What follows belongs to an exercise in optimizing a design on an open flow for small area and a short achievable clock period; a production flow would make more cautious choices.
Function was checked by simulation only, so behaviour that the tests miss may differ from the original.
No activity file was given, so power comes from the tool's default toggle rates.

===== flow/config.mk =====
export PLATFORM = sky130hd
export DESIGN_NAME = RISC_TOY_SYS
export DESIGN_NICKNAME = RISC_TOY_SYS
export VERILOG_FILES = /design/flow/design.v
export SDC_FILE = /design/flow/constraint.sdc
export NUM_CORES = 8
export LEC_CHECK = 0
export CAP_MARGIN = 20
export CORE_MARGIN = 2
export CORE_UTILIZATION = 55
export CTS_BUF_LIST = sky130_fd_sc_hd__clkbuf_8
export CTS_CLUSTER_DIAMETER = 80
export CTS_CLUSTER_SIZE = 14
export SETUP_SLACK_MARGIN = 0.2
export SLEW_MARGIN = 20

===== flow/constraint.sdc =====
create_clock -name core_clock -period 14.0 [get_ports {CLK}]
set_input_delay 2.8000 -clock core_clock [delete_from_list [all_inputs] [get_ports {CLK}]]
set_output_delay 2.8000 -clock core_clock [all_outputs]
set_load 0.01 [all_outputs]

===== flow/design.v =====
module REGFILE (
    input  wire          CLK,
    input  wire          RSTN,
    input  wire          WE,
    input  wire [4:0]    WA,
    input  wire [31:0]   DI,
    output wire [1023:0] Q,         
    output wire [31:0]   VALID,     
    output wire [31:0]   CONSIG,
    output wire [31:0]   CONSIG_D    
);
    reg [31:0] r31;
    reg [30:0] valid;
    reg [31*32-1:0] rf;
    wire [31:0] wdec = WE ? (32'd1 << WA) : 32'd0;
    integer w;
    always @(posedge CLK) begin
        for (w = 0; w < 31; w = w + 1)
            if (wdec[w]) rf[w*32 +: 32] <= DI;
    end
    always @(posedge CLK or negedge RSTN) begin
        if (!RSTN) begin
            valid <= 31'd0;
            r31   <= 32'd0;
        end else begin
            valid <= valid | wdec[30:0];
            if (wdec[31]) r31 <= DI;
        end
    end
    assign Q      = {r31, rf};
    assign VALID  = {1'b1, valid};
    assign CONSIG = r31;
    assign CONSIG_D = wdec[31] ? DI : r31;
endmodule
module RFREAD (
    input  wire [32:0]      S,
    input  wire [33*32-1:0] D,
    output reg  [31:0]      Y
);
    integer k;
    always @(*) begin
        Y = 32'd0;
        for (k = 0; k < 33; k = k + 1)
            Y = Y | ({32{S[k]}} & D[k*32 +: 32]);
    end
endmodule
module OPMUX (
    input  wire [31:0] E,
    input  wire        S,
    input  wire [31:0] L,
    output wire [31:0] Y
);
    assign Y = E | ({32{S}} & L);
endmodule
module ADD32SK (
    input  wire [31:0] a,
    input  wire [31:0] b,
    input  wire        ci,
    output wire [31:0] s
);
    wire [31:0] p = a ^ b;
    wire [31:0] g0 = a & b;
    wire [31:0] g = {g0[31:1], g0[0] | (p[0] & ci)};
    reg  [31:0] G, P;
    integer l, i, j;
    always @(*) begin
        G = g; P = p;
        for (l = 0; l < 5; l = l + 1)
            for (i = 0; i < 32; i = i + 1)
                if (i[l]) begin
                    j = ((i >> l) << l) - 1;
                    G[i] = G[i] | (P[i] & G[j]);
                    P[i] = P[i] & P[j];
                end
    end
    assign s = p ^ {G[30:0], ci};
endmodule
module SHIFT32 (
    input  wire [31:0] X,
    input  wire        REV,
    input  wire [4:0]  S,
    input  wire [31:0] MK,
    input  wire        FILL,
    output wire [31:0] Y
);
    reg [31:0] SX;
    integer i;
    always @(*)
        for (i = 0; i < 32; i = i + 1) SX[i] = REV ? X[31-i] : X[i];
    wire [63:0] SS = {SX, SX} >> S;
    assign Y = (SS[31:0] & MK) | ({32{FILL}} & ~MK);
endmodule
module RISC_TOY (
    input  wire        CLK,
    input  wire        RSTN,
    output wire        IREQ,
    output wire [29:0] IADDR,
    input  wire [31:0] INSTR,
    output wire        DREQ,
    output wire [1:0]  DRW,
    output wire [29:0] DADDR,
    output wire [31:0] DWDATA,
    output wire [31:0] CONSIG,
    output wire [31:0] CONSIG_D,
    input  wire [31:0] DRDATA
);
    reg [31:0] PC, PC_ID;
    reg        jump_d;               
    reg [31:0] RD1_EX, RD2_EX, IMM_EX;
    reg        RW_EX, DREQ_EX, LD_EX;                    
    reg        BAL_EX, BZ_EX, BNZ_EX, BPOS_EX, BNEG_EX;   
    reg        DRW0_EX, LDRES_EX, LINK_EX;
    reg [4:0]  RAC_EX;
    reg [3:0]  SA_EX, SB_EX;         
    reg [5:0]  SBB_EX;               
    reg        SHREG_EX;             
    reg [4:0]  SHIMM_EX;
    reg        OP_ADD, OP_SUB;
    reg [3:0]  LUT_EX;      
    reg        OP_SHL, OP_LSR, OP_ASR, OP_ROR, OP_PC;
    reg [31:0] ALU_MEM, RD2_MEM;
    reg        RW_MEM, DREQ_MEM;                         
    reg [1:0]  DRW_MEM;
    reg [4:0]  RAC_MEM;
    reg        LDRES_MEM, LINK_MEM;
    reg [31:0] WBVAL;
    reg        RW_WB;                                    
    reg [4:0]  RAC_WB;
    reg        LD_WB;
    wire [31:0] RESULT_WB = LD_WB ? DRDATA : WBVAL;
    wire [4:0] op = INSTR[31:27];
    wire [4:0] fa = INSTR[26:22];
    wire [4:0] fb = INSTR[21:17];
    wire [4:0] fc = INSTR[16:12];
    wire isADD  = op == 5'b00000;
    wire isADDI = op == 5'b00001;
    wire isSUB  = op == 5'b00010;
    wire isNEG  = op == 5'b00011;
    wire isNOT  = op == 5'b00100;
    wire isAND  = op == 5'b00101;
    wire isANDI = op == 5'b00110;
    wire isOR   = op == 5'b00111;
    wire isORI  = op == 5'b01000;
    wire isXOR  = op == 5'b01001;
    wire isLSR  = op == 5'b01010;
    wire isASR  = op == 5'b01011;
    wire isSHL  = op == 5'b01100;
    wire isROR  = op == 5'b01101;
    wire isMOVI = op == 5'b01110;
    wire isJ    = op == 5'b01111;
    wire isJL   = op == 5'b10000;
    wire isBR   = op == 5'b10001;
    wire isBRL  = op == 5'b10010;
    wire isST   = op == 5'b10011;
    wire isSTR  = op == 5'b10100;
    wire isLD   = op == 5'b10101;
    wire isLDR  = op == 5'b10110;
    wire isLDIP = op == 5'b10111;
    wire isSTIP = op == 5'b11000;
    wire regwrite = isADD | isADDI | isSUB | isNEG | isNOT | isAND | isANDI | isOR |
                    isORI | isXOR | isLSR | isASR | isSHL | isROR | isMOVI | isJL |
                    isBRL | isLD | isLDR;
    wire memreq   = isST | isSTR | isLD | isLDR | isLDIP | isSTIP;
    wire isload   = isLD | isLDR | isLDIP;                   
    wire drw0     = isLDIP | isSTIP;                         
    wire branch   = isBR | isBRL;
    wire jump     = isJ | isJL;
    wire pcrel    = isLDR | isSTR;
    wire useimm   = isADDI | isANDI | isORI | isMOVI | isJ | isJL | isST | isSTR |
                    isLD | isLDR | isLDIP | isSTIP;
    wire nn  = isNEG | isNOT;
    wire stx = isST | isSTR;
    function mA;    
        input [4:0] R;
        input nn_, str_;
        input [4:0] fb_, fc_;
        mA = ~str_ & (nn_ ? (fc_ == R) : (fb_ == R));
    endfunction
    function mB;    
        input [4:0] R;
        input nn_, stx_;
        input [4:0] fa_, fc_;
        mB = stx_ ? (fa_ == R) : (~nn_ & (fc_ == R));
    endfunction
    wire taken;
    wire flush = taken | jump_d;
    wire hz    = LD_EX & (RAC_EX != 5'd0) &
                 (mA(RAC_EX, nn, isSTR, fb, fc) | mB(RAC_EX, nn, stx, fa, fc));
    wire vld   = ~taken & ~jump_d & ~hz;     
    wire [31:0] sext17 = {{15{INSTR[16]}}, INSTR[16:0]};
    wire [31:0] zext17 = {15'd0, INSTR[16:0]};
    wire [31:0] sext22 = {{10{INSTR[21]}}, INSTR[21:0]};
    wire [31:0] zext22 = {10'd0, INSTR[21:0]};
    wire [31:0] P4_ID  = PC_ID + 32'd4;
    wire        tbase  = ~(INSTR[31] & INSTR[29]);
    wire [31:0] target;
    ADD32SK u_tadd (.a(tbase ? P4_ID : PC_ID), .b(sext22), .ci(1'b0), .s(target));
    reg [31:0] imm_ID;
    always @(*) begin
        if (jump)                      imm_ID = P4_ID;       
        else if (isBRL)                imm_ID = PC_ID;       
        else if (isST | isLD)          imm_ID = (fb == 5'b11111) ? zext17 : sext17;
        else if (isSTR | isLDR)        imm_ID = target;      
        else if (isLDIP | isSTIP)      imm_ID = zext22;
        else                           imm_ID = sext17;
    end
    wire [1023:0] rf_q;
    wire [31:0]   rf_valid;
    REGFILE u_rf (
        .CLK(CLK), .RSTN(RSTN),
        .WE(RW_WB), .WA(RAC_WB), .DI(RESULT_WB),
        .Q(rf_q), .VALID(rf_valid),
        .CONSIG(CONSIG), .CONSIG_D(CONSIG_D)
    );
    wire fwd1 = RW_WB & (RAC_WB != 5'd0) & mA(RAC_WB, nn, isSTR, fb, fc);
    wire fwd2 = RW_WB & (RAC_WB != 5'd0) & mB(RAC_WB, nn, stx, fa, fc);
    wire [31:0] decfa = 32'd1 << fa;
    wire [31:0] decfb = 32'd1 << fb;
    wire [31:0] decfc = 32'd1 << fc;
    wire [31:0] wbm   = RW_WB ? ((32'd1 << RAC_WB) & 32'hFFFFFFFE) : 32'd0;
    wire [31:0] rmask = rf_valid & ~wbm;
    wire [31:0] dec1  = (nn ? decfc : decfb) & rmask;
    wire [31:0] dec2  = (stx ? decfa : nn ? 32'd0 : decfc) & rmask;
    wire [32:0] sel1 = {fwd1, dec1};
    wire [32:0] sel2 = {fwd2, dec2};
    wire [31:0] RD1_ID, RD2_ID;
    RFREAD u_rd1 (.S(sel1), .D({RESULT_WB, rf_q}), .Y(RD1_ID));
    RFREAD u_rd2 (.S(sel2), .D({RESULT_WB, rf_q}), .Y(RD2_ID));
    wire fmA = RW_EX  & (RAC_EX  != 5'd0) & mA(RAC_EX,  nn, isSTR, fb, fc);
    wire fwA = RW_MEM & (RAC_MEM != 5'd0) & mA(RAC_MEM, nn, isSTR, fb, fc);
    wire fmB = RW_EX  & (RAC_EX  != 5'd0) & mB(RAC_EX,  nn, stx, fa, fc);
    wire fwB = RW_MEM & (RAC_MEM != 5'd0) & mB(RAC_MEM, nn, stx, fa, fc);
    wire zeroA = (fb == 5'b11111);
    wire [3:0] sa_ID = pcrel ? 4'b0000 :      
                       zeroA ? 4'b0000 :
                       fmA   ? 4'b0010 :
                       fwA   ? (LDRES_MEM ? 4'b1000 : 4'b0100) : 4'b0001;
    wire [3:0] sb_ID = fmB   ? 4'b0010 :
                       fwB   ? (LDRES_MEM ? 4'b1000 : 4'b0100) : 4'b0001;
    wire [31:0] A_EX;
    wire [31:0] PCp4 = PC + 32'd4;
    wire [31:0] pc_base = (hz & ~jump_d) ? PC : (jump & ~jump_d) ? target : PCp4;
    wire [31:0] pc_next = taken ? A_EX : pc_base;
    always @(posedge CLK or negedge RSTN) begin
        if (!RSTN) begin
            PC     <= 32'd0;
            PC_ID  <= 32'd0;
            jump_d <= 1'b0;
        end else begin
            PC     <= pc_next;
            PC_ID  <= flush ? 32'd0 : hz ? PC_ID : PC;
            jump_d <= jump & ~flush;
        end
    end
    assign IREQ  = RSTN ? 1'b1 : 1'b0;
    assign IADDR = PC[29:0];
    wire [2:0] bc = INSTR[2:0];
    always @(posedge CLK or negedge RSTN) begin
        if (!RSTN) begin
            RW_EX   <= 1'b0;
            DREQ_EX <= 1'b0;
            LD_EX   <= 1'b0;
            BAL_EX  <= 1'b0;
            BZ_EX   <= 1'b0;
            BNZ_EX  <= 1'b0;
            BPOS_EX <= 1'b0;
            BNEG_EX <= 1'b0;
        end else begin
            RW_EX   <= vld & regwrite;
            DREQ_EX <= vld & memreq;
            LD_EX   <= vld & isload;
            BAL_EX  <= vld & branch & (bc == 3'b001);
            BZ_EX   <= vld & branch & (bc == 3'b010);
            BNZ_EX  <= vld & branch & (bc == 3'b011);
            BPOS_EX <= vld & branch & (bc == 3'b100);
            BNEG_EX <= vld & branch & (bc == 3'b101);
        end
    end
    always @(posedge CLK) begin
        RD1_EX    <= RD1_ID;
        RD2_EX    <= RD2_ID;
        IMM_EX    <= imm_ID;
        RAC_EX    <= fa;
        DRW0_EX   <= drw0;
        LDRES_EX  <= isload;
        LINK_EX   <= isJL | isBRL;
        SA_EX     <= isNEG ? 4'b0000 : sa_ID;
        SB_EX     <= sb_ID;
        SBB_EX    <= isNEG ? {sa_ID[0], 1'b0, sa_ID[3:1], 1'b0} : useimm ? 6'b010000 : {2'b00, sb_ID};
        SHREG_EX  <= INSTR[5];
        SHIMM_EX  <= INSTR[4:0];
        OP_ADD    <= isADD | isADDI | isST | isSTR | isLD | isLDR;
        OP_SUB    <= isSUB | isNEG;
        LUT_EX    <= (isAND | isANDI)                     ? 4'b1000 :
                     (isOR | isORI)                       ? 4'b1110 :
                     isXOR                                ? 4'b0110 :
                     isNOT                                ? 4'b0011 :
                     (isMOVI | branch | isLDIP | isSTIP)  ? 4'b1010 : 4'b0000;
        OP_PC     <= isJL;      
        OP_SHL    <= isSHL;
        OP_LSR    <= isLSR;
        OP_ASR    <= isASR;
        OP_ROR    <= isROR;
    end
    wire [31:0] A_e  = ({32{SA_EX[0]}} & RD1_EX)  | ({32{SA_EX[1]}} & ALU_MEM) |
                       ({32{SA_EX[2]}} & WBVAL);
    wire [31:0] R2_e = ({32{SB_EX[0]}} & RD2_EX)  | ({32{SB_EX[1]}} & ALU_MEM) |
                       ({32{SB_EX[2]}} & WBVAL);
    wire [31:0] B_e  = ({32{SBB_EX[0]}} & RD2_EX)  | ({32{SBB_EX[1]}} & ALU_MEM) |
                       ({32{SBB_EX[2]}} & WBVAL)   | ({32{SBB_EX[4]}} & IMM_EX) |
                       ({32{SBB_EX[5]}} & RD1_EX);
    wire [31:0] A, R2, B;
    OPMUX u_opa (.E(A_e),  .S(SA_EX[3]),  .L(DRDATA), .Y(A));
    OPMUX u_opr (.E(R2_e), .S(SB_EX[3]),  .L(DRDATA), .Y(R2));
    OPMUX u_opb (.E(B_e),  .S(SBB_EX[3]), .L(DRDATA), .Y(B));
    assign A_EX = A;
    wire r2z = (R2_e == 32'd0) & (~SB_EX[3] | (DRDATA == 32'd0));
    wire r2s = R2_e[31] | (SB_EX[3] & DRDATA[31]);
    assign taken = BAL_EX | (BZ_EX & r2z) | (BNZ_EX & ~r2z) |
                   (BPOS_EX & ~r2s) | (BNEG_EX & r2s);
    wire [31:0] Y   = B ^ {32{OP_SUB}};
    wire [31:0] SUM;
    ADD32SK u_sum (.a(A), .b(Y), .ci(OP_SUB), .s(SUM));
    wire [4:0] sh = SHREG_EX ? R2[4:0] : SHIMM_EX;
    function [31:0] rev32;
        input [31:0] v;
        integer i;
        begin
            for (i = 0; i < 32; i = i + 1) rev32[i] = v[31-i];
        end
    endfunction
    wire [31:0] MK = (32'hFFFFFFFF >> sh) | {32{OP_ROR}};    
    wire [31:0] SHR;
    SHIFT32 u_shf (.X(A), .REV(OP_SHL), .S(sh), .MK(MK), .FILL(OP_ASR & A[31]), .Y(SHR));
    reg [31:0] LOGIC;
    integer li;
    always @(*) for (li = 0; li < 32; li = li + 1) LOGIC[li] = LUT_EX[{A[li], B[li]}];
    wire [31:0] alu =
        ({32{OP_ADD | OP_SUB}} & SUM) |
        LOGIC |
        ({32{OP_PC}}    & PC) |
        ({32{OP_SHL}}   & rev32(SHR)) |
        ({32{OP_LSR | OP_ASR | OP_ROR}} & SHR) |
        32'd0;
    always @(posedge CLK or negedge RSTN) begin
        if (!RSTN) begin
            RW_MEM   <= 1'b0;
            DREQ_MEM <= 1'b0;
        end else begin
            RW_MEM   <= RW_EX;
            DREQ_MEM <= DREQ_EX;
        end
    end
    always @(posedge CLK) begin
        ALU_MEM   <= alu;
        RD2_MEM   <= LINK_EX ? IMM_EX : R2;    
        DRW_MEM   <= {LD_EX, DRW0_EX};
        RAC_MEM   <= RAC_EX;
        LDRES_MEM <= LDRES_EX;
        LINK_MEM  <= LINK_EX;
    end
    assign DREQ   = DREQ_MEM;
    assign DRW    = DRW_MEM;
    assign DADDR  = ALU_MEM[29:0];
    assign DWDATA = RD2_MEM;
    always @(posedge CLK or negedge RSTN) begin
        if (!RSTN) RW_WB <= 1'b0;
        else       RW_WB <= RW_MEM;
    end
    always @(posedge CLK) begin
        WBVAL  <= LINK_MEM ? RD2_MEM : ALU_MEM;
        RAC_WB <= RAC_MEM;
        LD_WB  <= LDRES_MEM;
    end
endmodule
module MAC10 (
    input  wire [9:0] acc,
    input  wire [3:0] a,
    input  wire [3:0] b,
    output wire [9:0] s
);
    wire t1 = acc[3] ^ (a[1] & b[2]);
    wire t2 = acc[3] & (a[1] & b[2]);
    wire t3 = acc[4] ^ (a[2] & b[2]) ^ ~(a[3] & b[1]);
    wire t4 = (acc[4] & (a[2] & b[2])) | (acc[4] & ~(a[3] & b[1])) | ((a[2] & b[2]) & ~(a[3] & b[1]));
    wire t5 = acc[2] ^ (a[0] & b[2]);
    wire t6 = acc[2] & (a[0] & b[2]);
    wire t7 = (a[2] & b[1]) ^ ~(a[3] & b[0]) ^ ~(a[0] & b[3]);
    wire t8 = ((a[2] & b[1]) & ~(a[3] & b[0])) | ((a[2] & b[1]) & ~(a[0] & b[3])) | (~(a[3] & b[0]) & ~(a[0] & b[3]));
    wire t9 = ~(a[1] & b[3]) ^ 1'b1 ^ t3;
    wire t10 = (~(a[1] & b[3]) & 1'b1) | (~(a[1] & b[3]) & t3) | (1'b1 & t3);
    wire t11 = acc[5] ^ ~(a[3] & b[2]) ^ ~(a[2] & b[3]);
    wire t12 = (acc[5] & ~(a[3] & b[2])) | (acc[5] & ~(a[2] & b[3])) | (~(a[3] & b[2]) & ~(a[2] & b[3]));
    wire t13 = acc[1] ^ (a[0] & b[1]);
    wire t14 = acc[1] & (a[0] & b[1]);
    wire t15 = (a[1] & b[1]) ^ (a[2] & b[0]) ^ t5;
    wire t16 = ((a[1] & b[1]) & (a[2] & b[0])) | ((a[1] & b[1]) & t5) | ((a[2] & b[0]) & t5);
    wire t17 = t1 ^ t7 ^ t6;
    wire t18 = (t1 & t7) | (t1 & t6) | (t7 & t6);
    wire t19 = t2 ^ t9 ^ t8;
    wire t20 = (t2 & t9) | (t2 & t8) | (t9 & t8);
    wire t21 = t4 ^ t11 ^ t10;
    wire t22 = (t4 & t11) | (t4 & t10) | (t11 & t10);
    wire t23 = acc[6] ^ (a[3] & b[3]) ^ t12;
    wire t24 = (acc[6] & (a[3] & b[3])) | (acc[6] & t12) | ((a[3] & b[3]) & t12);
    wire t25 = acc[7] ^ 1'b1;
    wire t26 = acc[7] & 1'b1;
    wire t27 = acc[8] ^ 1'b1;
    wire t28 = acc[8] & 1'b1;
    wire t29 = acc[9] ^ 1'b1;
    wire t30 = acc[9] & 1'b1;
    wire [9:0] x = {t29, t27, t25, t23, t21, t19, t17, t15, (a[1] & b[0]), acc[0]};
    wire [9:0] y = {t28, t26, t24, t22, t20, t18, t16, t14, t13, (a[0] & b[0])};
    wire [10:0] c; assign c[0] = 1'b0;
    genvar i; generate for (i = 0; i < 10; i = i + 1) begin : g
        assign s[i] = x[i] ^ y[i] ^ c[i];
        assign c[i+1] = (x[i] & y[i]) | (x[i] & c[i]) | (y[i] & c[i]);
    end endgenerate
endmodule
module CUSTOM_IP (
    input  wire        CLK,
    input  wire        RSTN,
    input  wire [31:0] IPIN,
    input  wire [31:0] CON,
    input  wire [31:0] CON_D,    
    output wire [31:0] IPOUT
);
    wire start_bit = CON[2];
    wire is_3x3    = CON[0];
    wire init_bit  = CON[1];
    reg        receiving_enable, computing_enable;
    reg [2:0]  cnt;
    reg [13:0] exec_oh;       
    reg        clr_mac, update_ready;
    reg [1:0]  mac_enable;
    reg        last_start_bit;
    reg        zrows;
    reg [15:0] buf0, buf1, buf2, buf3, buf4, buf5, buf6, buf7;
    wire start_evt = start_bit & ~last_start_bit & ~receiving_enable & ~computing_enable;
    always @(posedge CLK or negedge RSTN) begin
        if (!RSTN) begin
            receiving_enable <= 1'b0;
            computing_enable <= 1'b0;
            cnt              <= 3'd0;
            exec_oh          <= 14'd1;
            clr_mac          <= 1'b0;
            update_ready     <= 1'b0;
            mac_enable       <= 2'b00;
            last_start_bit   <= 1'b0;
            zrows            <= 1'b0;
        end else begin
            last_start_bit <= start_bit;
            if (init_bit) begin
                receiving_enable <= 1'b0;
                computing_enable <= 1'b0;
                cnt              <= 3'd0;
                exec_oh          <= 14'd1;
            end
            if (start_evt) begin
                receiving_enable <= 1'b1;
                cnt              <= 3'd1;
                zrows            <= 1'b0;
            end else if (receiving_enable) begin
                if (cnt == 3'd7) begin
                    receiving_enable <= 1'b0;
                    cnt              <= 3'd0;
                    computing_enable <= 1'b1;
                    exec_oh          <= 14'd1;
                    if (init_bit) zrows <= 1'b1;
                end else begin
                    cnt <= cnt + 3'd1;
                end
            end
            if (computing_enable && !init_bit) begin
                exec_oh <= {exec_oh[12:0], 1'b0};
                if (exec_oh[0]) begin
                    clr_mac      <= 1'b1;
                    update_ready <= 1'b1;
                    mac_enable   <= is_3x3 ? 2'b01 : 2'b11;
                end else if (exec_oh[1]) begin
                    clr_mac <= 1'b0;
                end else if (exec_oh[13]) begin
                    computing_enable <= 1'b0;
                    update_ready     <= 1'b0;
                    mac_enable       <= 2'b00;
                    exec_oh          <= 14'd1;
                end
            end else if (init_bit) begin
                clr_mac      <= 1'b1;
                update_ready <= 1'b1;
                mac_enable   <= is_3x3 ? 2'b01 : 2'b11;
            end else begin
                clr_mac      <= 1'b0;
                update_ready <= 1'b0;
                mac_enable   <= 2'b00;
            end
        end
    end
    wire [15:0] wdata = (is_3x3 && receiving_enable && (cnt == 3'd3 || cnt == 3'd7)) ? 16'd0 : IPIN[15:0];
    wire [7:0]  wrow  = start_evt ? 8'd1 : receiving_enable ? (8'd1 << cnt) : 8'd0;
    always @(posedge CLK) begin
        if (wrow[0]) buf0 <= wdata;
        if (wrow[1]) buf1 <= wdata;
        if (wrow[2]) buf2 <= wdata;
        if (wrow[3]) buf3 <= wdata;
        if (wrow[4]) buf4 <= wdata;
        if (wrow[5]) buf5 <= wdata;
        if (wrow[6]) buf6 <= wdata;
        if (wrow[7]) buf7 <= wdata;
    end
    wire [15:0] row [0:7];
    assign row[0] = buf0;
    assign row[1] = buf1;
    assign row[2] = buf2;
    assign row[3] = buf3;
    assign row[4] = buf4;
    assign row[5] = buf5;
    assign row[6] = buf6;
    assign row[7] = buf7;
    wire [13:0] d = exec_oh;
    reg [3:0] a_in_row [0:3];
    reg [3:0] b_in_col [0:3];
    integer r, c, t;
    always @(*) begin
        for (r = 0; r < 4; r = r + 1) begin
            a_in_row[r] = 4'd0;
            for (t = 0; t < 4; t = t + 1)
                if (d[r + t + 2] && !zrows && !(is_3x3 && (r == 3 || t == 3)))
                    a_in_row[r] = a_in_row[r] | row[r][t*4 +: 4];
        end
        for (c = 0; c < 4; c = c + 1) begin
            b_in_col[c] = 4'd0;
            for (t = 0; t < 4; t = t + 1)
                if (d[c + t + 2] && !(zrows && t != 3) && !(is_3x3 && c == 3))
                    b_in_col[c] = b_in_col[c] | row[4 + t][c*4 +: 4];
        end
    end
    reg  [63:0]  a_q, b_q;
    reg  [159:0] acc_q;
    reg  [1:0]   gvalid;
    wire [63:0]  pa, pb;
    wire [15:0]  en;
    wire [159:0] acc_d;
    genvar gi, gj;
    generate
        for (gi = 0; gi < 4; gi = gi + 1) begin : g_i
            for (gj = 0; gj < 4; gj = gj + 1) begin : g_j
                localparam integer N = gi * 4 + gj;
                wire [9:0] macs;
                assign en[N] = (gi == 3 || gj == 3) ? mac_enable[1] : mac_enable[0];
                if (gj == 0) begin : g_a0
                    assign pa[N*4 +: 4] = a_in_row[gi];
                end else begin : g_a1
                    assign pa[N*4 +: 4] = a_q[(N-1)*4 +: 4];
                end
                if (gi == 0) begin : g_b0
                    assign pb[N*4 +: 4] = b_in_col[gj];
                end else begin : g_b1
                    assign pb[N*4 +: 4] = b_q[(N-4)*4 +: 4];
                end
                MAC10 u_mac (.acc(acc_q[N*10 +: 10]), .a(pa[N*4 +: 4]), .b(pb[N*4 +: 4]), .s(macs));
                assign acc_d[N*10 +: 10] = clr_mac ? 10'd0 : macs;
            end
        end
    endgenerate
    reg  [1:0] flush;
    always @(posedge CLK or negedge RSTN) begin
        if (!RSTN)               flush <= 2'd3;
        else if (flush != 2'd0)  flush <= flush - 2'd1;
    end
    wire fl = (flush != 2'd0);
    integer m;
    always @(posedge CLK) begin
        for (m = 0; m < 16; m = m + 1)
            if (en[m] | fl) begin
                a_q[m*4 +: 4] <= pa[m*4 +: 4];
                b_q[m*4 +: 4] <= pb[m*4 +: 4];
            end
    end
    integer q;
    always @(posedge CLK) begin
        for (q = 0; q < 16; q = q + 1)
            if (en[q] & update_ready) acc_q[q*10 +: 10] <= acc_d[q*10 +: 10];
    end
    always @(posedge CLK or negedge RSTN) begin
        if (!RSTN) gvalid <= 2'b00;
        else       gvalid <= gvalid | (mac_enable & {2{update_ready & clr_mac}});
    end
    wire [1:0]  gvalid_d = gvalid | (mac_enable & {2{update_ready & clr_mac}});
    wire [3:0]  sel_d    = {CON_D[7:6], CON_D[5:4]};
    wire        selg_d   = (CON_D[7:6] == 2'd3) | (CON_D[5:4] == 2'd3);
    wire        on_d     = CON_D[8] & gvalid_d[selg_d];
    reg  [15:0] rsel;
    always @(posedge CLK or negedge RSTN) begin
        if (!RSTN) rsel <= 16'd0;
        else       rsel <= on_d ? (16'd1 << sel_d) : 16'd0;
    end
    reg [9:0] cval;
    integer s;
    always @(*) begin
        cval = 10'd0;
        for (s = 0; s < 16; s = s + 1)
            cval = cval | ({10{rsel[s]}} & acc_q[s*10 +: 10]);
    end
    assign IPOUT = {{22{cval[9]}}, cval};
endmodule
module RISC_TOY_SYS (
    input  wire          CLK,
    input  wire          RSTN,
    output wire          IREQ,
    output wire [29:0]   IADDR,
    input  wire [31:0]   INSTR,
    output wire          DREQ,
    output wire [1:0]    DRW,
    output wire [29:0]   DADDR,
    output wire [31:0]   DWDATA,
    input  wire [31:0]   DRDATA,
    output wire [31:0]   CONSIG,
    input  wire [31:0]   IPIN,
    output wire [31:0]   IPOUT
);
    wire [31:0] consig_d;    
    RISC_TOY u_core (
        .CLK    (CLK),
        .RSTN   (RSTN),
        .IREQ   (IREQ),
        .IADDR  (IADDR),
        .INSTR  (INSTR),
        .DREQ   (DREQ),
        .DRW    (DRW),
        .DADDR  (DADDR),
        .DWDATA (DWDATA),
        .CONSIG (CONSIG),
        .CONSIG_D (consig_d),
        .DRDATA (DRDATA)
    );
    CUSTOM_IP u_ip (
        .CLK    (CLK),
        .RSTN   (RSTN),
        .IPIN   (IPIN),
        .CON    (CONSIG),
        .CON_D  (consig_d),
        .IPOUT  (IPOUT)
    );
endmodule

===== flow/flow/run.sh =====
#!/bin/bash
# Own flow for RISC_TOY_SYS. Runs in the standard flow's work folder (design.v,
# config.mk, standard.sh, synth_recipe.tcl, flow/, out/).
#  1. design_gl.v: design.v with three combinational modules replaced by
#     gate-level ones (flow/gen_gl.py): the register file's read selector
#     (RFREAD, an a222oi AND-OR tree), the EX operand selector's last gate
#     (OPMUX, a21o) and the shifter (SHIFT32, mux2/mux2i). They have no
#     registers, so the registers are the standard synthesis's.
#  2. Synthesis is synth_recipe.tcl with the ABC pass called through a Tcl
#     proc (same arguments; the script is flow/abc.script if present).
#  3. the standard layout (standard.sh) with small port buffers
#     (buf_2) instead of buffer_ports' default delay cells, and repair_timing
#     aimed below the clock period (the SDC is unchanged); clock tree
#     synthesis without dummy loads; timing repaired after global routing
#     only (not after clock tree synthesis); RSTN and IREQ pins side by side
#     (flow/io.tcl).
# Each tool's output goes to a log file of its own here.
set -euo pipefail
W=$(pwd)
python3 flow/gen_gl.py "$W/rfread_gl.v" > gen_gl.log 2>&1
python3 - "$W/design.v" "$W/rfread_gl.v" "$W/design_gl.v" > design_gl.log 2>&1 <<'PY'
import re, sys
src = open(sys.argv[1]).read()
gl = open(sys.argv[2]).read()
for m in ("RFREAD", "OPMUX", "SHIFT32"):
    pat = re.compile(r"\bmodule\s+" + m + r"\b.*?\bendmodule\b", re.S)
    assert len(pat.findall(src)) == 1, m + " not found exactly once"
    src = pat.sub("", src)
open(sys.argv[3], "w").write(src + "\n" + gl)
print("design_gl.v written")
PY
# ABC: ORFS's script, or flow/abc.script when there is one
if [[ -f flow/abc.script ]]; then
  ABCP="set i [lsearch \$args -script]; if {\$i >= 0} { lset args [expr {\$i+1}] $W/flow/abc.script }; "
else
  ABCP=""
fi
{
  echo 'proc synth {args} { yosys synth -nofsm -noshare {*}$args }'
  echo "proc abc {args} { ${ABCP}yosys abc {*}\$args }"
  tail -n +2 synth_recipe.tcl
} > my_synth.tcl
bash standard.sh \
  "VERILOG_FILES=$W/design_gl.v" \
  "SYNTH_SCRIPT=$W/my_synth.tcl" \
  "BUFFER_PORTS_ARGS=-buffer_cell sky130_fd_sc_hd__buf_2" \
  "SETUP_SLACK_MARGIN=8.4" \
  "SKIP_CTS_REPAIR_TIMING=1" \
  "IO_CONSTRAINTS=$W/flow/io.tcl" \
  "CTS_ARGS=-sink_clustering_enable -repair_clock_nets -sink_clustering_size 14 -sink_clustering_max_diameter 80 -buf_list sky130_fd_sc_hd__clkbuf_8 -dont_use_dummy_load" \
  finish > standard_flow.log 2>&1

===== flow/flow/gen_gl.py =====
#!/usr/bin/env python3
"""Writes gate-level (sky130hd cells) versions of two RTL modules, used by
flow/run.sh in place of the RTL ones:
  RFREAD (rtl/model.v): 33-way one-hot AND-OR, 32 bits (a222oi tree);
  OPMUX (rtl/stage_EX.v): Y = E | (S & L), 32 bits (one a21o per bit);
  SHIFT32 (rtl/stage_EX.v): the shifter, Y = MK ? ROR(REV ? reverse(X) : X,
  S) : FILL, as 2:1 muxes (mux2 for the reversal, mux2i for the rest)."""
import sys
P = "sky130_fd_sc_hd__"
NT, W = 33, 32
o = ["// Generated by flow/gen_gl.py for the own flow.",
     "module RFREAD (S, D, Y);",
     f"  input [{NT-1}:0] S;",
     f"  input [{NT*W-1}:0] D;",
     f"  output [{W-1}:0] Y;"]
for b in range(W):
    o.append(f"  wire [10:0] n{b};")
    o.append(f"  wire [2:0] p{b};")
    for g in range(11):
        t = [3*g, 3*g+1, 3*g+2]
        o.append(f"  {P}a222oi_1 a{b}_{g} (.A1(S[{t[0]}]), .A2(D[{t[0]*W+b}]), .B1(S[{t[1]}]), .B2(D[{t[1]*W+b}]), .C1(S[{t[2]}]), .C2(D[{t[2]*W+b}]), .Y(n{b}[{g}]));")
    o.append(f"  {P}nand4_1 q{b}_0 (.A(n{b}[0]), .B(n{b}[1]), .C(n{b}[2]), .D(n{b}[3]), .Y(p{b}[0]));")
    o.append(f"  {P}nand4_1 q{b}_1 (.A(n{b}[4]), .B(n{b}[5]), .C(n{b}[6]), .D(n{b}[7]), .Y(p{b}[1]));")
    o.append(f"  {P}nand3_1 q{b}_2 (.A(n{b}[8]), .B(n{b}[9]), .C(n{b}[10]), .Y(p{b}[2]));")
    o.append(f"  {P}or3_1 r{b} (.A(p{b}[0]), .B(p{b}[1]), .C(p{b}[2]), .X(Y[{b}]));")
o.append("endmodule")
o += ["module OPMUX (E, S, L, Y);",
      "  input [31:0] E;", "  input S;", "  input [31:0] L;", "  output [31:0] Y;"]
for b in range(32):
    o.append(f"  {P}a21o_1 m{b} (.A1(S), .A2(L[{b}]), .B1(E[{b}]), .X(Y[{b}]));")
o.append("endmodule")
o += ["module SHIFT32 (X, REV, S, MK, FILL, Y);",
      "  input [31:0] X;", "  input REV;", "  input [4:0] S;", "  input [31:0] MK;",
      "  input FILL;", "  output [31:0] Y;"]
# reversal (mux2), five rotate-right stages by 1, 2, 4, 8, 16 (inverting
# mux2i: the rotation comes out inverted), then the mask stage (mux2i of the
# inverted rotation and the inverted fill)
o.append("  wire [31:0] n0, n1, n2, n3, n4, n5;")
o.append("  wire fn;")
o.append(f"  {P}inv_1 fi (.A(FILL), .Y(fn));")
for i in range(32):
    o.append(f"  {P}mux2_1 v{i} (.A0(X[{i}]), .A1(X[{31-i}]), .S(REV), .X(n0[{i}]));")
for k in range(5):
    src, dst = f"n{k}", f"n{k+1}"
    for i in range(32):
        o.append(f"  {P}mux2i_1 r{k}_{i} (.A0({src}[{i}]), .A1({src}[{(i + (1 << k)) % 32}]), .S(S[{k}]), .Y({dst}[{i}]));")
for i in range(32):
    o.append(f"  {P}mux2i_1 m{i} (.A0(fn), .A1(n5[{i}]), .S(MK[{i}]), .Y(Y[{i}]));")
o.append("endmodule")
open(sys.argv[1], "w").write("\n".join(o) + "\n")

===== flow/flow/io.tcl =====
# Keep RSTN and IREQ (IREQ = RSTN through the two port buffers) side by side.
set_io_pin_constraint -pin_names {RSTN IREQ} -group -order

===== flow/standard.sh =====
#!/bin/bash
# synth_recipe.tcl (not shown) runs the flow's synth.tcl, then flattens the netlist and writes it again
# the make line also repeats each setting of config.mk as NAME=value (left out here)
make -C /OpenROAD-flow-scripts/flow DESIGN_CONFIG=/design/flow/config.mk WORK_HOME=/design/flow/orfs CLKGATE_MAP_FILE= SYNTH_SCRIPT=/design/flow/synth_recipe.tcl "${@:-finish}"

==> results of run 1 <==
-- cells in the final DEF, fill, tap and decap left out, drive strengths merged, types with 154 or more instances in the layout --
master / Yosys / final
dfrtp: 180 / 180
nand4: 173 / 174
and2: 154 / 154
dfxtp: 246 / 246
inv: 371 / 369
fa: 266 / 266
clkbuf: 207 / 158
mux2: 160 / 160
mux2i: 209 / 209
nor2: 317 / 317
buf: 157 / 466
nand2: 352 / 352
edfxtp: 1376 / 1376
a222oi: 831 / 831
-- report_power, final --
group,switching (mW),total [mW],internal [mW]
Sequential,0.969,7.83,6.86
Clock,1.73,2.70,0.975
Combinational,3.11,5.10,1.98
-- worst reg2reg max path, stage by stage, from the launching register on --
cell	delay, ps
dfrtp_4	530
buf_12	150
buf_4	140
a222oi_1	400
o21ai_2	170
and2_1	190
fa_1	530
inv_1	50
ha_1	260
inv_1	50
fa_1	480
fa_1	460
fa_1	420
fa_1	420
fa_1	410
inv_1	90
fa_1	190
xor2_1	180
xnor2_1	140
nor2_1	50
-- sequential cells by signal, indices dropped and copies added, names as in the netlist, 31 cells and up --
register / count
u_core.ALU_MEM: 32
u_core.IMM_EX: 32
u_core.PC: 32
u_core.PC_ID: 32
u_core.RD1_EX: 32
u_core.RD2_EX: 32
u_core.RD2_MEM: 32
u_core.WBVAL: 32
u_core.u_rf.r31: 32
u_core.u_rf.rf: 992
u_core.u_rf.valid: 31
u_ip.a_q: 48
u_ip.acc_q: 160
u_ip.b_q: 48
-- metal layers --
metal	vias up	track usage (%)	wire length, um
li1	27900	-	-
met1	34700	53.2	126000
met2	5135	59.5	149000
met3	1053	10.7	45400
met4	24	25.9	27500
met5	-	0	126
-- final timing paths --
kind	slack (ps)	startpoint	endpoint
hold reg to reg	350	u_core.LDRES_EX$_DFF_P_	u_core.LDRES_MEM$_DFF_P_
max in group asynchronous	9890	RSTN	u_core.PC_ID[28]$_DFFE_PN0P_
setup / recovery	8190	RSTN	IREQ
setup reg to reg	8440	u_ip.exec_oh[3]$_DFF_PN0_	u_ip.acc_q[9]$_SDFFCE_PP0P_
hold / removal	350	u_core.LDRES_EX$_DFF_P_	u_core.LDRES_MEM$_DFF_P_
min in group asynchronous	1630	RSTN	u_core.u_rf.valid[15]$_DFF_PN0_
-- area by class of cell --
| cell class | instances | area, um2 |
|---|---|---|
| Antenna cell | 47 | 118 |
| Clock buffer | 153 | 2110 |
| Fill cell | 13200 | 64800 |
| Inverter | 373 | 1420 |
| Multi-Input combinational cell | 4275 | 37000 |
| Sequential cell | 1805 | 50900 |
| Tap cell | 2175 | 2720 |
| Timing Repair Buffer | 471 | 3320 |
| Timing Repair inverter | 1 | 7.51 |
-- stage by stage --
step	std cells	setup WS, ps	power, mW	hold slack (ps)
finish	9300	8190	15.6	354
floorplan	6815	8300	10.8	310
global route	9280	8190	16.3	368
global placement	9030	6680	12.6	312
CTS	9185	7550	15.4	352
detailed placement	9032	6750	12.8	321
-- kinds of logic after synthesis --
logic type               count (synthesis)  share of synthesized area, %
adder cells (fa/ha/maj)                414                          7.99
other                                    1                       0.00418
AND/OR/NAND/NOR                       1584                          9.02
multiplexers                           400                          5.11
flip-flops                            1805                          56.6
AO/OA/AOI/OAI                         1687                          15.9
XOR/XNOR                               187                          1.82
buffers and inverters                  737                          3.58
==> impl_results.md, run 1 <==
* Run status: timing/DRC/antenna clean
* Vias at 68800
* Initial antenna violation count at 40
* Seq/Total Area, Yosys at 56.6%
* Routed len/inst at 37.4 um
* Initial cell density of the core at 55.3%
* Die width at 408 um
* RSZ-0062 raised after global routing: yes
* Remaining antenna violation count after routing at 0
* Fin. max-slew vios at 0
* PortBufs at 241
* Mapped cell area at 89800 um2
* Placement Cell Area at 94000 um2
* Vias in the first global route at 65300
* VDD IR max at 0.000110 V
* TNS Setup at 0 ps
* Ys async rst share at 10.1%
* Layout Skew at 151 ps
* Register bit total from synthesis at 1805
* Grt ovf at 0
* Tmin final at 5810 ps
* Post-synth EDFFs at 1376
* Crit path max-delay family: buffers and inverters
* CTS max path bufs at 3
* Worst EP arrival at 3010 ps
* Post-synth top area share at 46.0%
* Slowest stage cell, crit path: buf_6
* Crit path depth at 2
* Dominant synthesized flop cell: edfxtp_1
* Core ar. at 162000 um2
* Crit-path cells: buf_16, buf_6
* Top cells by count, synth: edfxtp_1 (1376), a222oi_1 (831), inv_1 (371)
* PD cells at 160 nW/um2
* Max Freq at 0.172 GHz
* Post-synthesis cell type count at 81
* DRC Markers at 0
* Final Util at 60.1%
* YS warnings at 6
* Hold Crit Class: flip-flop to flip-flop
* Die height at 408 um
* Root Buffer: clkbuf_8
* Avg Cell Area, Syn at 13.2 um2
* Max-slew headroom at 18.1%
* CTS tree: yes
* WS Path Type: input pin to primary output
* Max incr delay on CP at 110 ps
* Hpwl dp at 224 mm
* Initial DRC count at 13700
* Maximum fanout along the worst path at 3
* Later-pin clock latency in the skew report at 1010 ps
* Slew of the pin with the lowest slew margin at 1230 ps
* Setup violations, final at 0
* Share of layout cells above drive strength 1 at 15.1%
* Site Rows at 148
* Cell taking the most area after synthesis: edfxtp_1
* Worst Setup End Kind: primary output
* Synth top area cells: edfxtp_1 (46%), a222oi_1 (9.3%), fa_1 (5.9%), dfxtp_1 (5.5%), dfrtp_1 (5.0%)
* CP Launch Type: input pin
* Clk slew on worst S/H paths at 90 ps
* Maximum capacitance violations at 0
* Syn-to-layout area delta at 8.65%
* Final Hold Violating Endpoints at 0
* WP data required at 11200 ps
* Die area at 166000 um2
* Final wirelength at 348 mm
* IO Pins at 258
* H-tree depth at 4
* Routed vias/inst at 7.39
* Gpl congestion at 1.00
* Post-Synthesis Cells at 6815
* Hold path cells at 0
* Register-to-Register Path Depth at 19
* Nets at 7592
* Most frequent cell after synthesis: edfxtp_1
* Final period util at 41.5%
* TritonCTS Buffers at 153
* Leakage at 36.3 nW
* Largest net degree at the start of global routing at 88
* Global-route wire length before repair at 481 mm
* Fin area at 97600 um2
* First-pass DRT Iterations at 15
* Bufs and invs on worst path at 2
* Total GRT Usage at 40.4%
* CTS Sinks at 1805
==> run 2, diff against run 1 <==
--- a/flow/config.mk
+++ b/flow/config.mk
@@ -6,5 +6,5 @@
 export NUM_CORES = 8
 export LEC_CHECK = 0
-export CAP_MARGIN = 20
+export CAP_MARGIN = 25
 export CORE_MARGIN = 2
 export CORE_UTILIZATION = 55
@@ -13,3 +13,3 @@
 export CTS_CLUSTER_SIZE = 14
 export SETUP_SLACK_MARGIN = 0.2
-export SLEW_MARGIN = 20
+export SLEW_MARGIN = 25
==> run 2 against run 1 <==
Effect of this change: still clean on timing, DRC and antenna; synthesized cell count unchanged; clock power is essentially flat; die area unchanged; sequential share of layout area shrank 0.088 points; sequential cell count did not move; first-iteration DRC count rose by 4.9%; routed wire length decreased by 0.32%; via count shrank 0.17%; critical path depth is the same; non-clock buffer count is 8 higher; clock-buffer cell count is 1 lower; critical endpoint unchanged; largest cell class unchanged.
==> impl_results.md, run 2 <==
* PD cells at 160 nW/um2 (-0.17%)
* TritonCTS Buffers at 152 (-0.65%)
* Hold Crit Class: flip-flop to flip-flop
* Largest Register: u_core.u_rf.rf
* Vias at 68600 (-0.17%)
* Final Hold Violating Endpoints at 0 (unchanged)
* VDD IR max at 0.000109 V (-1.1%)
* Maximum fanout along the worst path at 3 (unchanged)
* Switching share of power at 37.2% (about the same)
* H-tree depth at 4 (unchanged)
* Crit path max-delay family: buffers and inverters
* RSZ-0062 raised after global routing: yes
* CTS tree: yes
* Cell-internal power at 9.82 mW (about the same)
* Leakage at 36.3 nW (+0.22%)
* Top flop regs: u_core.u_rf.rf (992), u_ip.acc_q (160)
* Register bit total from synthesis at 1805 (unchanged)
* Final wirelength at 347 mm (-0.32%)
* Clk pwr share at 17.3% (about the same)
* Initial antenna violation count at 41 (+2.5%)
* Hpwl dp at 226 mm (+0.81%)
* Initial cell density of the core at 55.3% (unchanged)
* Post-synthesis cell type count at 81 (unchanged)
* YS warnings at 6 (unchanged)
* Vias in the first global route at 65300 (-0.014%)
* Routed vias/inst at 7.38 (-0.14%)
* Root Buffer: clkbuf_8
* CP Launch Type: input pin
* Worst EP arrival at 3010 ps (about the same)
* Placement Cell Area at 94200 um2 (+0.24%)
* Share of layout cells above drive strength 1 at 15.1% (about the same)
* Fillers at 13200 (-0.45%)
* Routed len/inst at 37.3 um (-0.30%)
* Bufs and invs on worst path at 2 (unchanged)
* Setup slack, reg-to-reg at 8500 ps (+60 ps)
* Ys async rst share at 10.1% (unchanged)
* Top cells by count, synth: edfxtp_1 (1376), a222oi_1 (831), inv_1 (371)
* Gpl congestion at 1.00 (unchanged)
* Commonest non-fill, non-tap cells in the layout: edfxtp_1 (1376), a222oi_1 (831), inv_1 (358)
* Combinational share of power at 32.8% (+0.2 points)
* TNS Setup at 0 ps (unchanged)
* Max-slew headroom at 22.2% (+4.1 points)
* Final cell count without fillers at 9298 (-0.022%)
* Site Rows at 148 (unchanged)
* Maximum capacitance violations at 0 (unchanged)
* Die area at 166000 um2 (unchanged)
* Core ar. at 162000 um2 (unchanged)
* Nets at 7598 (+0.079%)
* Syn-to-layout area delta at 8.84%
* CTS Sinks at 1805 (unchanged)
* IO Pins at 258 (unchanged)
* Synth top area cells: edfxtp_1 (46%), a222oi_1 (9.3%), fa_1 (5.9%), dfxtp_1 (5.5%), dfrtp_1 (5.0%)
* Max Used Layer: met5
* Sw Pwr at 5.81 mW (about the same)
* Fin area at 97700 um2 (+0.17%)
* Crit-path cells: buf_16, buf_6
* Total GRT Usage at 40.3% (-0.11 points)
* Fin. max-slew vios at 0 (unchanged)
* Largest net degree at the start of global routing at 88 (unchanged)
* Layout Skew at 135 ps (-15.7 ps)
* Max reg flops at 992 (unchanged)
* Hold path startpoint: u_core.LDRES_EX$_DFF_P_
* M1 WL at 126 mm (+0.17%)
* Post-synth EDFFs at 1376 (unchanged)
* Met3 WL at 43.7 mm (-3.6%)
* Final Util at 60.2% (+0.10 points)
* DR WL met2 at 151 mm (+1.2%)
* Initial DRC count at 14400 (+4.9%)
* Die width at 408 um (unchanged)
* Most frequent cell after synthesis: edfxtp_1
* Dominant synthesized flop cell: edfxtp_1
* Inst Count DP at 9041 (+0.10%)
* Seq pwr share at 50.0% (about the same)
* PortBufs at 241 (unchanged)
* Post-synth top area share at 46.0% (unchanged)
* Run status: timing/DRC/antenna clean
* Avg Cell Area, Syn at 13.2 um2 (unchanged)
* Later-pin clock latency in the skew report at 990 ps (-20 ps)
* FF-to-FF End: u_ip.acc_q[9]$_SDFFCE_PP0P_
* Seq/Total Area, Yosys at 56.6% (unchanged)
* Grt ovf at 0 (unchanged)
* Mapped cell area at 89800 um2 (unchanged)
* Final period util at 41.5% (about the same)
* Clk slew on worst S/H paths at 80 ps (about the same)
* Worst Setup End Kind: primary output
* Global-route wire length before repair at 480 mm (-0.23%)
* Die height at 408 um (unchanged)
* Post-Synthesis Cells at 6815 (unchanged)
* Worst r2r src: u_ip.zrows$_DFFE_PN0P_
* Slew of the pin with the lowest slew margin at 1170 ps (-58.1 ps)
* Cell taking the most area after synthesis: edfxtp_1
* Tmin final at 5810 ps (+0.370 ps)
* CTS max path bufs at 3 (unchanged)
* Register-to-Register Path Depth at 20 (+1)
* Slowest stage cell, crit path: buf_6
* WS Path Type: input pin to primary output
* WP data required at 11200 ps (about the same)
* Max Freq at 0.172 GHz (about the same)
* Hold path cells at 0 (unchanged)
* First-pass DRT Iterations at 17 (+2)
* Setup violations, final at 0 (unchanged)
* Hold Path Sink: u_core.LDRES_MEM$_DFF_P_
* Total power draw at 15.6 mW (about the same)
* DRC Markers at 0 (unchanged)
* Max incr delay on CP at 110 ps (about the same)
* Remaining antenna violation count after routing at 0 (unchanged)
* Most common cell after layout, fill and taps aside: edfxtp_1
[run 2: cell counts after synthesis]
Identical to the previous run, type by type.
[run 2: layer usage]
metal | GRT usage [%] | vias up
li1 | - | 27900
met1 | 52.9 | 34700
met2 | 59.7 | 5068
met3 | 10.3 | 971
met4 | 25.8 | 18
met5 | 0 | -
[run 2: cells by family after synthesis]
kind of cell | synth area share (%)
buffers and inverters | 3.58
adder cells (fa/ha/maj) | 7.99
other | 0.00418
XOR/XNOR | 1.82
AO/OA/AOI/OAI | 15.9
flip-flops | 56.6
multiplexers | 5.11
AND/OR/NAND/NOR | 9.02
[run 2: power groups by stage]
stage | Sequential (mW) | Combinational (mW) | Clock (mW)
5_1_grt | 7.83 | 5.60 | 2.89
3_3_place_gp | 7.87 | 4.78 | 0
6_report | 7.81 | 5.12 | 2.70
4_1_cts | 7.77 | 4.93 | 2.72
2_1_floorplan | 7.33 | 3.47 | 0
3_5_place_dp | 7.89 | 4.90 | 0
[run 2: layout make-up]
| class | instances | area [um2] | share of cell area (%) |
|---|---|---|---|
| timing repair inverter | 1 | 7.51 | 0.00768 |
| tap | 2175 | 2720 | 2.78 |
| inverter | 373 | 1420 | 1.46 |
| clock buffer | 152 | 2090 | 2.14 |
| sequential | 1805 | 50900 | 52.1 |
| multi-input combinational | 4274 | 37000 | 37.8 |
| timing repair buffer | 479 | 3540 | 3.62 |
| antenna | 39 | 97.6 | 0.0999 |
[run 2: how the worst max path moves through the flow]
stage | cells after the start | to | start
5_1_grt | 2 | IREQ | RSTN
6_report | 2 | IREQ | RSTN
2_1_floorplan | 1 | IREQ | RSTN
3_5_place_dp | 13 | u_core.ALU_MEM[14]$_DFF_P_ | DRDATA[0]
4_1_cts | 19 | u_ip.acc_q[9]$_SDFFCE_PP0P_ | u_core.u_rf.r31[0]$_DFFE_PN0P_
3_3_place_gp | 11 | u_core.RD2_EX[5]$_DFF_P_ | INSTR[29]
[run 2: through the flow]
| step | hold WS [ps] | setup slack, ps |
|---|---|---|
| floorplan | 310 | 8300 |
| global placement | 312 | 6680 |
| detailed placement | 324 | 6830 |
| CTS | 349 | 7460 |
| global route | 359 | 8190 |
| finish | 352 | 8190 |
==> run 3, diff against run 2 <==
--- a/flow/flow/run.sh
+++ b/flow/flow/run.sh
@@ -45,5 +45,5 @@
   "SYNTH_SCRIPT=$W/my_synth.tcl" \
   "BUFFER_PORTS_ARGS=-buffer_cell sky130_fd_sc_hd__buf_2" \
-  "SETUP_SLACK_MARGIN=8.4" \
+  "SETUP_SLACK_MARGIN=8.45" \
   "SKIP_CTS_REPAIR_TIMING=1" \
   "IO_CONSTRAINTS=$W/flow/io.tcl" \
==> run 3 against run 2 <==
Effect of this change: hold slack got worse by 3.0 ps; sequential power barely moved; first-iteration DRC count grew 0.48%; cell count is essentially flat; setup slack lost 0.75 ps; highest routed layer unchanged; largest power group unchanged; global-route usage down 0.13 points; fmax hardly changed; combinational power is essentially flat.
==> impl_results.md, run 3 <==
* Post-synth EDFFs at 1376 (unchanged)
* Final period util at 41.5% (about the same)
* Final Hold Violating Endpoints at 0 (unchanged)
* Run status: timing/DRC/antenna clean
* Synth Area in Simple Gates at 9.02% (unchanged)
* Leakage at 36.3 nW (about the same)
* Remaining antenna violation count after routing at 0 (unchanged)
* First-pass DRT Iterations at 17 (unchanged)
* WS Path Type: input pin to primary output
* Fin. max-slew vios at 0 (unchanged)
* Register-to-Register Path Depth at 18 (-10%)
* Slew of the pin with the lowest slew margin at 1220 ps (+51.8 ps)
* CTS tree: yes
* Hold Path Sink: u_core.LDRES_MEM$_DFF_P_
* Post-synth top area share at 46.0% (unchanged)
* Combinational share of power at 32.9% (about the same)
* WP data required at 11200 ps (about the same)
* Commonest non-fill, non-tap cells in the layout: edfxtp_1 (1376), a222oi_1 (831), inv_1 (353)
* Final Util at 60.3% (+0.10 points)
* Fillers at 12900 (-1.7%)
* Worst EP arrival at 3010 ps (about the same)
* Max-slew headroom at 18.7% (-3.5 points)
* H-tree depth at 4 (unchanged)
* Initial cell density of the core at 55.3% (unchanged)
* Largest net degree at the start of global routing at 80 (-9.1%)
* Tmin final at 5810 ps (+0.750 ps)
* Clk pwr share at 17.3% (about the same)
* Initial DRC count at 14400 (+0.48%)
* Root Buffer: clkbuf_8
* Top flop regs: u_core.u_rf.rf (992), u_ip.acc_q (160)
* CTS max path bufs at 3 (unchanged)
* Share of layout cells above drive strength 1 at 15.6% (+0.47 points)
* Dominant synthesized flop cell: edfxtp_1
* Post-Synth XOR/XNOR Area at 1.82% (unchanged)
* Die width at 408 um (unchanged)
* Max incr delay on CP at 110 ps (about the same)
* Syn-to-layout area delta at 9.02%
* Switching share of power at 37.1% (-0.038 points)
* Die height at 408 um (unchanged)
* Setup slack, reg-to-reg at 8450 ps (-50 ps)
* YS warnings at 6 (unchanged)
* Post-Synthesis Cells at 6815 (unchanged)
* Hold path startpoint: u_core.LDRES_EX$_DFF_P_
* Avg Cell Area, Syn at 13.2 um2 (unchanged)
* Most frequent cell after synthesis: edfxtp_1
* Compound-Gate Fraction of Synth Area at 15.9% (unchanged)
* Hold Slack at 349 ps (-2.97 ps)
* Global-route wire length before repair at 478 mm (-0.54%)
* Layout Skew at 132 ps (-2.62 ps)
* Worst r2r src: u_ip.exec_oh[5]$_DFF_PN0_
* FF-to-FF End: u_ip.acc_q[89]$_SDFFCE_PP0P_
* Worst Setup End Kind: primary output
* Most common cell after layout, fill and taps aside: edfxtp_1
* Max reg flops at 992 (unchanged)
* Grt ovf at 0 (unchanged)
* Top cells by count, synth: edfxtp_1 (1376), a222oi_1 (831), inv_1 (371)
* Vias at 68500 (-0.17%)
* Hpwl dp at 222 mm (-1.6%)
* Largest Register: u_core.u_rf.rf
* Seq pwr share at 49.9% (about the same)
* Routed len/inst at 37.2 um (-0.40%)
* Slowest stage cell, crit path: buf_6
* Hold path cells at 0 (unchanged)
* Vias in the first global route at 65000 (-0.46%)
* Post-synthesis mux area share at 5.11% (unchanged)
* Post-synthesis cell type count at 81 (unchanged)
* TritonCTS Buffers at 153 (+0.66%)
* Synth Area in Adders at 7.99% (unchanged)
* PD cells at 160 nW/um2 (about the same)
* RSZ-0062 raised after global routing: yes
* Bufs and invs on worst path at 2 (unchanged)
* Clk slew on worst S/H paths at 110 ps (+30 ps)
* Gpl congestion at 1.02 (+1.5%)
* Total GRT Usage at 40.2% (-0.13 points)
* Sw Pwr at 5.81 mW (+0.13%)
* Core ar. at 162000 um2 (unchanged)
* Later-pin clock latency in the skew report at 1000 ps (about the same)
* Routed vias/inst at 7.38 (-0.11%)
* Register bit total from synthesis at 1805 (unchanged)
* Final wirelength at 346 mm (-0.47%)
* FF/Latch Area at 50900 um2 (about the same)
* IO Pins at 258 (unchanged)
* Cell taking the most area after synthesis: edfxtp_1
* Synth top area cells: edfxtp_1 (46%), a222oi_1 (9.3%), fa_1 (5.9%), dfxtp_1 (5.5%), dfrtp_1 (5.0%)
* CTS Sinks at 1805 (unchanged)
* PortBufs at 241 (unchanged)
* Multi-input gate area at 37200 um2 (+0.60%)
* Seq/Total Area, Yosys at 56.6% (unchanged)
* Site Rows at 148 (unchanged)
* Ys async rst share at 10.1% (unchanged)
* DRC Markers at 0 (unchanged)
* Mapped cell area at 89800 um2 (unchanged)
* TNS Setup at 0 ps (unchanged)
* Crit-path cells: buf_16, buf_6
* Die area at 166000 um2 (unchanged)
* Main combinational cell family by area after synthesis: compound AO/OA/AOI/OAI gates
* Crit path max-delay family: buffers and inverters
* Nets at 7597 (-0.013%)
* VDD IR max at 0.000114 V (+4.6%)
* Initial antenna violation count at 41 (unchanged)
* Cell-internal power at 9.85 mW (+0.29%)
* Maximum capacitance violations at 0 (unchanged)
* Hold Crit Class: flip-flop to flip-flop
* Maximum fanout along the worst path at 4 (+1)
* Setup violations, final at 0 (unchanged)
* CP Launch Type: input pin
* Max Freq at 0.172 GHz (about the same)
==> run 3: layer usage <==
metal,up-vias,part of all wire (%),track usage [%]
li1,27900,-,-
met1,34400,36,53.2
met2,5271,43,58.9
met3,968,13,10.4
met4,12,7.4,25.8
met5,-,0.019,0
==> run 3: how the worst max path moves through the flow <==
stage / startpoint / endpoint / slack (ps) / cells after the start
floorplan: RSTN / IREQ / 8300 / 1
global placement: INSTR[29] / u_core.RD2_EX[2]$_DFF_P_ / 6810 / 11
detailed placement: INSTR[29] / u_core.RD2_EX[2]$_DFF_P_ / 6780 / 11
CTS: RSTN / IREQ / 7530 / 2
global route: RSTN / IREQ / 8190 / 2
finish: RSTN / IREQ / 8190 / 2
==> run 3: cells by family (layout without fill, tap and decap cells) <==
group                    count (synthesis)  in the layout
multiplexers                           400            400
adder cells (fa/ha/maj)                414            414
other                                    1             35
flip-flops                            1805           1805
AND/OR/NAND/NOR                       1584           1585
XOR/XNOR                               187            187
AO/OA/AOI/OAI                         1687           1687
buffers and inverters                  737           1004
==> run 3: cell type report <==
type | count | share of cell area [%]
Timing Repair inverter | 1 | 0.00767
Sequential cell | 1805 | 52.0
Antenna cell | 34 | 0.0869
Tap cell | 2175 | 2.78
Clock buffer | 153 | 2.15
Multi-Input combinational cell | 4274 | 38.0
Inverter | 373 | 1.46
Timing Repair Buffer | 477 | 3.55
==> run 3: stage by stage <==
stage | cells | power (mW) | setup WS, ps | cell area [um2]
after floorplan | 6815 | 10.8 | 8300 | 90100
after global placement | 9025 | 12.6 | 6810 | 94000
after detailed placement | 9034 | 12.8 | 6780 | 94200
after CTS | 9187 | 15.4 | 7530 | 96300
after global routing | 9276 | 16.4 | 8190 | 97800
final | 9292 | 15.7 | 8190 | 97900
==> run 3: power groups by stage <==
stage	logic, mW	clock network [mW]	registers [mW]
4_1_cts	4.95	2.72	7.75
3_3_place_gp	4.77	0	7.86
5_1_grt	5.66	2.91	7.83
2_1_floorplan	3.47	0	7.33
3_5_place_dp	4.92	0	7.86
6_report	5.15	2.70	7.81
==> run 4, diff against run 3 <==
--- a/flow/flow/run.sh
+++ b/flow/flow/run.sh
@@ -13,5 +13,6 @@
 #     aimed below the clock period (the SDC is unchanged); clock tree
 #     synthesis without dummy loads; timing repaired after global routing
-#     only (not after clock tree synthesis); RSTN and IREQ pins side by side
+#     only (not after clock tree synthesis, nor before placement, where
+#     synthesis buffers are just removed); RSTN and IREQ pins side by side
 #     (flow/io.tcl).
 # Each tool's output goes to a log file of its own here.
@@ -45,6 +46,7 @@
   "SYNTH_SCRIPT=$W/my_synth.tcl" \
   "BUFFER_PORTS_ARGS=-buffer_cell sky130_fd_sc_hd__buf_2" \
-  "SETUP_SLACK_MARGIN=8.45" \
+  "SETUP_SLACK_MARGIN=8.4" \
   "SKIP_CTS_REPAIR_TIMING=1" \
+  "REMOVE_ABC_BUFFERS=1" \
   "IO_CONSTRAINTS=$W/flow/io.tcl" \
   "CTS_ARGS=-sink_clustering_enable -repair_clock_nets -sink_clustering_size 14 -sink_clustering_max_diameter 80 -buf_list sky130_fd_sc_hd__clkbuf_8 -dont_use_dummy_load" \
==> run 4 against run 3 <==
Effect of this change: still clean on timing, DRC and antenna; core utilization hardly changed; hold slack got worse by 24 ps; critical endpoint unchanged; cell count increased by 0.33%; clock power is essentially flat; fmax about the same; sequential cell count is the same; first-iteration DRC count decreased by 3.2%; critical path depth unchanged; critical path type unchanged; clock skew down 13 ps; global-route usage rose by 0.11 points.
==> impl_results.md, run 4 <==
* Run status: timing/DRC/antenna clean
* Crit path max-delay family: buffers and inverters
* Synth top area cells: edfxtp_1 (46%), a222oi_1 (9.3%), fa_1 (5.9%), dfxtp_1 (5.5%), dfrtp_1 (5.0%)
* Initial cell density of the core at 55.3% (unchanged)
* H-tree depth at 4 (unchanged)
* Dominant synthesized flop cell: edfxtp_1
* Hpwl dp at 224 mm (+0.80%)
* IO Pins at 258 (unchanged)
* Layout Skew at 119 ps (-13.0 ps)
* Crit-path cells: buf_16, buf_6
* Remaining antenna violation count after routing at 0 (unchanged)
* Die area at 166000 um2 (unchanged)
* Inst Count DP at 9055 (+0.23%)
* First-pass DRT Iterations at 14 (-3)
* Post-Synthesis Cells at 6815 (unchanged)
* Global-route wire length before repair at 479 mm (+0.34%)
* Max incr delay on CP at 110 ps (about the same)
* Tmin final at 5810 ps (+0.680 ps)
* Gpl congestion at 0.978 (-3.9%)
* Maximum fanout along the worst path at 3 (-1)
* Avg Cell Area, Syn at 13.2 um2 (unchanged)
* CTS max path bufs at 3 (unchanged)
* Maximum capacitance violations at 0 (unchanged)
* Nets at 7624 (+0.36%)
* CP Launch Type: input pin
* Cell taking the most area after synthesis: edfxtp_1
* Setup Slack @ Placement at 6240 ps (-537 ps)
* Grt ovf at 0 (unchanged)
* RSZ-0062 raised after global routing: yes
* Final setup margin at 8190 ps (-0.680 ps)
* Largest net degree at the start of global routing at 96 (+20%)
* Die height at 408 um (unchanged)
* Hold Slack at 326 ps (-23.6 ps)
* Vias at 68600 (+0.17%)
* Register bit total from synthesis at 1805 (unchanged)
* Max Freq at 0.172 GHz (about the same)
* Mapped cell area at 89800 um2 (unchanged)
* Worst Setup End Kind: primary output
* VDD IR max at 0.000162 V (+42%)
* Bufs and invs on worst path at 2 (unchanged)
* Post-synth EDFFs at 1376 (unchanged)
* Top cells by count, synth: edfxtp_1 (1376), a222oi_1 (831), inv_1 (371)
* Later-pin clock latency in the skew report at 990 ps (about the same)
* Final period util at 41.5% (about the same)
* Vias in the first global route at 64900 (-0.12%)
* Syn-to-layout area delta at 9.05% (about the same)
* Share of layout cells above drive strength 1 at 15.2% (-0.34 points)
* Worst EP arrival at 3010 ps (about the same)
* Routed len/inst at 37.4 um (+0.50%)
* WS Path Type: input pin to primary output
* Setup violations, final at 0 (unchanged)
* YS warnings at 6 (unchanged)
* TritonCTS Buffers at 151 (-1.3%)
* CTS tree: yes
* Fin. max-slew vios at 0 (unchanged)
* Routed vias/inst at 7.36 (-0.17%)
* Ys async rst share at 10.1% (unchanged)
* Largest Register: u_core.u_rf.rf
* DRC Markers at 0 (unchanged)
* Slowest stage cell, crit path: buf_6
* TNS Setup at 0 ps (unchanged)
* Most common cell after layout, fill and taps aside: edfxtp_1
* Total GRT Usage at 40.3% (+0.11 points)
* Max-slew headroom at 17.3% (-1.4 points)
* Most frequent cell after synthesis: edfxtp_1
* Post-synth top area share at 46.0% (unchanged)
* Initial DRC count at 14000 (-3.2%)
* Clk slew on worst S/H paths at 90 ps (-20 ps)
* Final wirelength at 348 mm (+0.84%)
* Die width at 408 um (unchanged)
* Final cell count without fillers at 9323 (+0.33%)
* Hold Crit Class: flip-flop to flip-flop
* Top flop regs: u_core.u_rf.rf (992), u_ip.acc_q (160)
* CTS Sinks at 1805 (unchanged)
* Leakage at 36.4 nW (+0.30%)
* Post-synthesis cell type count at 81 (unchanged)
* Slew of the pin with the lowest slew margin at 1230 ps (+8.39 ps)
* Initial antenna violation count at 35 (-15%)
* Site Rows at 148 (unchanged)
* Max reg flops at 992 (unchanged)
* PD cells at 160 nW/um2 (about the same)
* Seq/Total Area, Yosys at 56.6% (unchanged)
* Commonest non-fill, non-tap cells in the layout: edfxtp_1 (1376), a222oi_1 (831), inv_1 (356)
* WP data required at 11200 ps (about the same)
* PortBufs at 241 (unchanged)
* Final Hold Violating Endpoints at 0 (unchanged)
* Core ar. at 162000 um2 (unchanged)
* Root Buffer: clkbuf_8
## run 4: final cells by class
type	count	area, um2
clock buffer	151	2080
tap	2175	2720
antenna	38	95.1
inverter	373	1410
multi-input combinational	4274	37000
fill	13000	64500
sequential	1805	50900
timing repair buffer	507	3760
## run 4: final timing paths
check                                          start  slack (ps)                               to  depth (start not counted)
max in group asynchronous                       RSTN       10240     u_core.PC_ID[19]$_DFFE_PN0P_                          4
min in group asynchronous                       RSTN        1670  u_core.u_rf.r31[22]$_DFFE_PN0P_                          1
setup reg to reg           u_ip.exec_oh[3]$_DFF_PN0_        8530     u_ip.acc_q[49]$_SDFFCE_PP0P_                         19
setup / recovery                                RSTN        8190                             IREQ                          2
hold reg to reg             u_core.DREQ_EX$_DFF_PN0_         330        u_core.DREQ_MEM$_DFF_PN0_                          0
hold / removal              u_core.DREQ_EX$_DFF_PN0_         330        u_core.DREQ_MEM$_DFF_PN0_                          0
## run 4: where the power goes
group	internal, mW	switching (mW)	leakage [nW]
Clock	0.964	1.73	1.09
Sequential	6.86	0.957	16.9
Combinational	2.01	3.14	18.4
Total	9.83	5.83	36.4
## run 4: cell families (layout without fill, tap and decap cells)
logic type | count (synthesis) | count (layout) | synth area share, %
simple gates | 1584 | 1585 | 9.02
mux | 400 | 400 | 5.11
other cells | 1 | 39 | 0.00418
buf+inv | 737 | 1031 | 3.58
compound gates | 1687 | 1687 | 15.9
flops | 1805 | 1805 | 56.6
fa+ha+maj | 414 | 414 | 7.99
xor+xnor | 187 | 187 | 1.82
## run 4: metrics by stage
step | area (um2) | util, % | power, mW
detailed placement | 94200 | 58.0 | 12.8
finish | 97900 | 60.3 | 15.7
CTS | 96300 | 59.3 | 15.4
global route | 97900 | 60.3 | 16.4
global placement | 94000 | 57.9 | 12.6
floorplan | 88000 | - | 10.6
## run 4: layer usage
metal / share of wire [%] / vias to the layer above / wire length [um] / track usage [%]
li1: - / 27900 / - / -
met1: 36 / 34600 / 127000 / 53.2
met2: 43 / 5235 / 151000 / 59.1
met3: 13 / 944 / 44700 / 10.3
met4: 7.5 / 14 / 26000 / 26.1
met5: 0.079 / - / 274 / 0.891

==> what the ideal ports hide <==
No port has a modelled driver above. Below, the same layouts with a new extraction and two added sets of constraints.
Step 1 sets driving cells, clkbuf_16 on the clock port and buf_2 on the other inputs (assumed; they add their load-dependent delay and slew).
Step 2 adds t to the input delays and takes it off the output delays; t is the mean of the earliest and latest rising clock arrival at the registers after step 1. Input paths then give back, and output paths get back, about the clock's delay inside the block.
a / b / c = ideal / step 1 / step 2; a / b = the first two.
run | t (ns) | setup slack, ns | worst setup path after step 2 | worst register clock-pin slew, ns
run 1 | 1.020 | 8.190 / 7.883 / 7.261 | input to register | 0.10 / 0.10
run 2 | 1.017 | 8.190 / 7.874 / 7.302 | input to register | 0.11 / 0.11
run 3 | 1.022 | 8.189 / 7.718 / 7.256 | input to register | 0.11 / 0.11
run 4 | 1.015 | 8.189 / 7.844 / 7.229 | input to register | 0.11 / 0.11
After both steps every run listed still meets setup and hold. The setup slack of run 4, which loses most, moves by -0.345 ns with the drivers and by -0.960 ns with both steps.
